Source: an optimization exercise on an open RTL-to-GDS flow (aim: small area). Production flows keep margins and buffers that such runs may drop.
Function was checked by simulation only, so behaviour that the tests miss may differ from the original.
No driver is modelled on the clock port, so clock power and skew are understated where the tree is cut down; a real chip needs a root buffer or a tree.
Power figures rest on the tool's default switching activity, not on a simulated workload.

==> flow/design.v <==
`timescale 1ns / 1ps
module op_code(
    input clk, reset_p,
    input [3:0] key_value,
    input key_valid,
    output [63:0] result_bcd,
    output [15:0] led
);
    reg        kv_prev;
    reg        stage;       
    reg  [1:0] op;          
    reg        busy;
    reg  [6:0] t;
    reg [31:0] R1, R2;
    reg [63:0] D;
    reg [15:0] L;
    reg        c;           
    assign result_bcd = D;
    assign led = L;
    genvar g;
    wire ev = key_valid & ~kv_prev;
    wire [3:0] k = key_value;
    wire is_op  = (k[1:0] == 2'b11);
    wire is_clr = (k == 4'hc);
    wire is_eq  = (k == 4'he);
    wire is_dig = ~is_op & ~is_clr & ~is_eq;
    reg [2:0] p; reg q0, ci;
    always @(*) begin
        p = 3'd0; q0 = 1'b0; ci = 1'b0;
        case (k)
            4'h0: p = 3'd1;
            4'h1: p = 3'd2;
            4'h2: p = 3'd3;
            4'h4: p = 3'd4;
            4'h5: p = 3'd5;
            4'h6: p = 3'd6;
            4'h8: p = 3'd7;
            4'h9: begin p = 3'd7; q0 = 1'b1; end
            4'ha: begin p = 3'd7; q0 = 1'b1; ci = 1'b1; end
            default: ;
        endcase
    end
    wire ent        = ev & is_dig;
    wire start_move = ev & ~stage & is_op;
    wire start_calc = ev & stage & is_eq;
    wire uclr       = ev & (stage ? (is_clr | is_op) : (is_clr | is_eq));
    wire P0  = busy & ~t[6] & ~t[5];
    wire P1  = busy & ~t[6] &  t[5];
    wire P2  = busy &  t[6];
    wire t0  = (t[4:0] == 5'd0);
    wire t31 = (t[4:0] == 5'd31);
    wire opm  = busy & stage;          
    wire calc = busy & ~stage;         
    wire mul = calc & (op == 2'b10);
    wire div = calc & (op == 2'b11);
    wire as  = calc & ~op[1];
    wire sub = op[0];
    wire MOVE  = P0 & calc;
    wire MULT  = P1 & mul;
    wire DIV   = P1 & div;
    wire ADD   = P1 & as & t0;
    wire CONV  = P2 & ~(div & t[5]);
    wire CHAIN = opm | CONV;           
    wire        x0 = ent ? q0 : ((DIV | ADD) & R1[31]);
    wire [31:0] X = {R2[30:0], x0};
    wire        m = ~ent & (~MULT | R1[31]);
    wire [31:0] Y = ({32{ent}} & {R2[28:0], p}) | ({32{m}} & D[31:0]);
    wire        cin = ent ? ci : (DIV | (ADD & sub));
    wire [32:0] cc;
    wire [31:0] S;
    assign cc[0] = cin;
    generate for (g = 0; g < 32; g = g + 1) begin : fa
        assign S[g] = X[g] ^ Y[g] ^ cc[g];
        assign cc[g+1] = (X[g] & Y[g]) | (cc[g] & (X[g] ^ Y[g]));
    end endgenerate
    wire cout = cc[32];
    wire q = R2[31] | cout;            
    wire s = div ? R1[31] : R1[21];
    wire [64:1] Dn;
    generate for (g = 0; g < 16; g = g + 1) begin : dd
        wire [3:0] a = D[4*g +: 4];
        wire ge5 = (g < 8 ? CONV : 1'b1) & (a[3] | (a[2] & (a[1] | a[0])));
        assign Dn[4*g+4] = ge5 | a[3];
        assign Dn[4*g+3] = ge5 ? (a[3] & a[0]) : a[2];
        assign Dn[4*g+2] = ge5 ? ((a[1] & a[0]) | (a[3] & ~a[0])) : a[1];
        assign Dn[4*g+1] = a[0] ^ ge5;
    end endgenerate
    wire d0 = CONV ? s : (R2[31] ^ (div | sub));
    wire r1in = DIV ? (q & c) : (MOVE | ADD) ? sub : R2[31];
    wire [22:0] ic;
    assign ic[0] = (MULT | ADD) & cout;
    generate for (g = 0; g < 22; g = g + 1) begin : inc
        assign ic[g+1] = ic[g] & (g == 0 ? r1in : R1[g-1]);
    end endgenerate
    wire [31:0] R1sh = {R1[30:21], {R1[20:0], r1in} ^ ic[21:0]};
    wire Dlo_sh  = MOVE | CONV;
    wire Dclr    = P1 & t31;
    wire Dlo_hold = ~Dlo_sh & ~Dclr;
    wire Dhi_hold = ~CONV & ~Dclr;
    wire R1_sh   = CHAIN | MULT | DIV | ADD | (MOVE & as & ~t0);
    wire R2_S    = ~reset_p & (ent | MULT | ADD | (DIV & q));
    wire R2_sh   = ~reset_p & (CHAIN | MOVE | (DIV & ~q));
    wire R2_hold = ~reset_p & ~uclr & ~R2_S & ~R2_sh;
    wire r2in    = ((MOVE & as) | DIV) & R1[31];
    always @(posedge clk or posedge reset_p) begin
        if (reset_p) begin
            stage <= 1'b0;
            busy <= 1'b0;
            D <= 64'd0;
            L <= 16'd0;
        end else begin
            if (start_move) begin
                stage <= 1'b1;
                busy <= 1'b1;
            end else if (start_calc) begin
                stage <= 1'b0;
                busy <= 1'b1;
            end else if ((opm & t31) | (calc & t == 7'd117)) busy <= 1'b0;
            D[31:0]  <= ({32{Dlo_sh}} & {Dn[31:1], d0}) | ({32{Dlo_hold}} & D[31:0]);
            D[63:32] <= ({32{CONV}} & Dn[63:32]) | ({32{Dhi_hold}} & D[63:32]);
            if (CONV) L <= {L[14:0], s};
        end
    end
    always @(posedge clk) begin
        kv_prev <= key_valid;
        if (start_move | start_calc) t <= 7'd0;
        else if (busy) t <= t + 7'd1;
        if (start_move) op <= k[3:2];
        if (MOVE) c <= (c & ~t0) | R2[31];
        R2 <= ({32{R2_S}} & S) | ({32{R2_sh}} & {R2[30:0], r2in}) | ({32{R2_hold}} & R2);
        if (R1_sh) R1 <= R1sh;
    end
endmodule
==> flow/config.mk <==
export PLATFORM = sky130hd
export DESIGN_NAME = op_code
export DESIGN_NICKNAME = op_code
export VERILOG_FILES = /design/flow/design.v
export SDC_FILE = /design/flow/constraint.sdc
export NUM_CORES = 8
export LEC_CHECK = 0
export CAP_MARGIN = 20
export CORE_MARGIN = 2
export CORE_UTILIZATION = 65
export SLEW_MARGIN = 20
==> flow/constraint.sdc <==
create_clock -name core_clock -period 320.0 [get_ports {clk}]
set_input_delay 64.0000 -clock core_clock [delete_from_list [all_inputs] [get_ports {clk}]]
set_output_delay 64.0000 -clock core_clock [all_outputs]
set_load 0.01 [all_outputs]
standard.sh (not shown) runs the stock make flow with config.mk's settings and CLKGATE_MAP_FILE= SYNTH_SCRIPT=/design/flow/synth_recipe.tcl, a recipe that flattens the netlist after the stock synthesis.
==> flow/flow/run.sh <==
#!/bin/bash
# Own layout flow: the standard ORFS flow (standard.sh) with these changes
#  - synthesis maps the logic with an area-oriented ABC script (flow/abc.script);
#    registers are mapped before ABC runs, so they are the standard synthesis's
#  - the clock tree is built by flow/cts_custom.tcl (a root buffer and a few leaf
#    buffers, each driving an equal share of the registers) instead of
#    clock_tree_synthesis; the rest of the CTS step (legalizing, repair) is ORFS's
#  - extra ORFS variables from flow/make_args (one NAME=value per line), e.g.
#    the port buffer cell
# Each tool's full output is in orfs/logs/...; make's own output is in flow.log.
set -euo pipefail
W=$PWD
rm -rf "$W/scripts_mod"
cp -r "$FLOW_HOME/scripts" "$W/scripts_mod"
cp "$W/flow/abc.script" "$W/scripts_mod/abc_speed.script"
grep -q '^log_cmd clock_tree_synthesis {\*}\$cts_args$' "$W/scripts_mod/cts.tcl"
sed -i "s#^log_cmd clock_tree_synthesis {\*}\$cts_args\$#source $W/flow/cts_custom.tcl#" "$W/scripts_mod/cts.tcl"
grep -q "cts_custom.tcl" "$W/scripts_mod/cts.tcl"
args=("SCRIPTS_DIR=$W/scripts_mod")
if [[ -f "$W/flow/make_args" ]]; then
  while IFS= read -r line; do
    [[ -n "$line" && "$line" != \#* ]] && args+=("$line")
  done < "$W/flow/make_args"
fi
bash "$W/standard.sh" "${args[@]}" finish > "$W/flow.log" 2>&1
==> flow/flow/make_args <==
BUFFER_PORTS_ARGS=-buffer_cell sky130_fd_sc_hd__buf_1
DONT_USE_CELLS=sky130_fd_sc_hd__probe_p_8 sky130_fd_sc_hd__probec_p_8 sky130_fd_sc_hd__lpflow_bleeder_1 sky130_fd_sc_hd__lpflow_clkbufkapwr_1 sky130_fd_sc_hd__lpflow_clkbufkapwr_16 sky130_fd_sc_hd__lpflow_clkbufkapwr_2 sky130_fd_sc_hd__lpflow_clkbufkapwr_4 sky130_fd_sc_hd__lpflow_clkbufkapwr_8 sky130_fd_sc_hd__lpflow_clkinvkapwr_1 sky130_fd_sc_hd__lpflow_clkinvkapwr_16 sky130_fd_sc_hd__lpflow_clkinvkapwr_2 sky130_fd_sc_hd__lpflow_clkinvkapwr_4 sky130_fd_sc_hd__lpflow_clkinvkapwr_8 sky130_fd_sc_hd__lpflow_decapkapwr_12 sky130_fd_sc_hd__lpflow_decapkapwr_3 sky130_fd_sc_hd__lpflow_decapkapwr_4 sky130_fd_sc_hd__lpflow_decapkapwr_6 sky130_fd_sc_hd__lpflow_decapkapwr_8 sky130_fd_sc_hd__lpflow_inputiso0n_1 sky130_fd_sc_hd__lpflow_inputiso0p_1 sky130_fd_sc_hd__lpflow_inputiso1n_1 sky130_fd_sc_hd__lpflow_inputiso1p_1 sky130_fd_sc_hd__lpflow_inputisolatch_1 sky130_fd_sc_hd__lpflow_isobufsrc_1 sky130_fd_sc_hd__lpflow_isobufsrc_16 sky130_fd_sc_hd__lpflow_isobufsrc_2 sky130_fd_sc_hd__lpflow_isobufsrc_4 sky130_fd_sc_hd__lpflow_isobufsrc_8 sky130_fd_sc_hd__lpflow_isobufsrckapwr_16 sky130_fd_sc_hd__lpflow_lsbuf_lh_hl_isowell_tap_1 sky130_fd_sc_hd__lpflow_lsbuf_lh_hl_isowell_tap_2 sky130_fd_sc_hd__lpflow_lsbuf_lh_hl_isowell_tap_4 sky130_fd_sc_hd__lpflow_lsbuf_lh_isowell_4 sky130_fd_sc_hd__lpflow_lsbuf_lh_isowell_tap_1 sky130_fd_sc_hd__lpflow_lsbuf_lh_isowell_tap_2 sky130_fd_sc_hd__lpflow_lsbuf_lh_isowell_tap_4 sky130_fd_sc_hd__fill_1 sky130_fd_sc_hd__fill_2 sky130_fd_sc_hd__fill_4 sky130_fd_sc_hd__fill_8  sky130_fd_sc_hd__buf_6 sky130_fd_sc_hd__buf_8 sky130_fd_sc_hd__buf_12 sky130_fd_sc_hd__buf_16 sky130_fd_sc_hd__bufinv_8 sky130_fd_sc_hd__bufinv_16 sky130_fd_sc_hd__inv_6 sky130_fd_sc_hd__inv_8 sky130_fd_sc_hd__inv_12 sky130_fd_sc_hd__inv_16 sky130_fd_sc_hd__clkinv_8 sky130_fd_sc_hd__clkinv_16 sky130_fd_sc_hd__clkinvlp_4 sky130_fd_sc_hd__dlygate4sd1_1 sky130_fd_sc_hd__dlygate4sd2_1 sky130_fd_sc_hd__dlygate4sd3_1 sky130_fd_sc_hd__clkdlybuf4s15_1 sky130_fd_sc_hd__clkdlybuf4s15_2 sky130_fd_sc_hd__clkdlybuf4s18_1 sky130_fd_sc_hd__clkdlybuf4s18_2 sky130_fd_sc_hd__clkdlybuf4s25_1 sky130_fd_sc_hd__clkdlybuf4s25_2 sky130_fd_sc_hd__clkdlybuf4s50_1 sky130_fd_sc_hd__clkdlybuf4s50_2 sky130_fd_sc_hd__dlymetal6s2s_1 sky130_fd_sc_hd__dlymetal6s4s_1 sky130_fd_sc_hd__dlymetal6s6s_1
RECOVER_POWER=100
Other scripts of this flow, unchanged in this note and not shown: flow/flow/abc.script, flow/flow/cts_custom.tcl
The first run finished but fails on max-capacitance violations, max-slew violations.
Change:
--- a/flow/flow/make_args
+++ b/flow/flow/make_args
@@ -3 +2,0 @@
-RECOVER_POWER=100
Result: This time the run produced a clean layout; clock power is about the same; power is about the same; sequential power barely changes; register-to-register slack is about the same; utilization came out higher by 0.20 points; worst setup slack is better by 0.040 ns; hold slack stays flat; wire length came out lower by 0.36%; cell area hardly moves; maximum frequency hardly moves.
In every run of this note, the design's own scripts or RTL, not TritonCTS, make the clock network.

-- afterwards: timing with drivers on the ports --
The flow's constraints put no driver on any port. The routed layouts listed below were extracted and timed again, unchanged, in two steps.
Step 1 (the two cells are an assumption about what drives the block):
set clk [get_ports {clk}]
set_driving_cell -lib_cell sky130_fd_sc_hd__clkbuf_16 $clk
set_driving_cell -lib_cell sky130_fd_sc_hd__buf_2 [delete_from_list [all_inputs] $clk]
Step 2 also shifts input and output timing later by t, the mid clock arrival at the registers, as if the neighbouring blocks saw the same clock.
Slacks: ideal ports / drivers / drivers and shift; pairs: ideal ports / drivers.
| run | t (ns) | setup slack, ns | slew at the worst register clock pin (ns) |
|---|---|---|---|
| the first run | 0.440 | 236.090 / 236.099 / 235.659 | 0.11 / 0.11 |
| the second run | 0.442 | 236.130 / 236.141 / 235.699 | 0.11 / 0.11 |
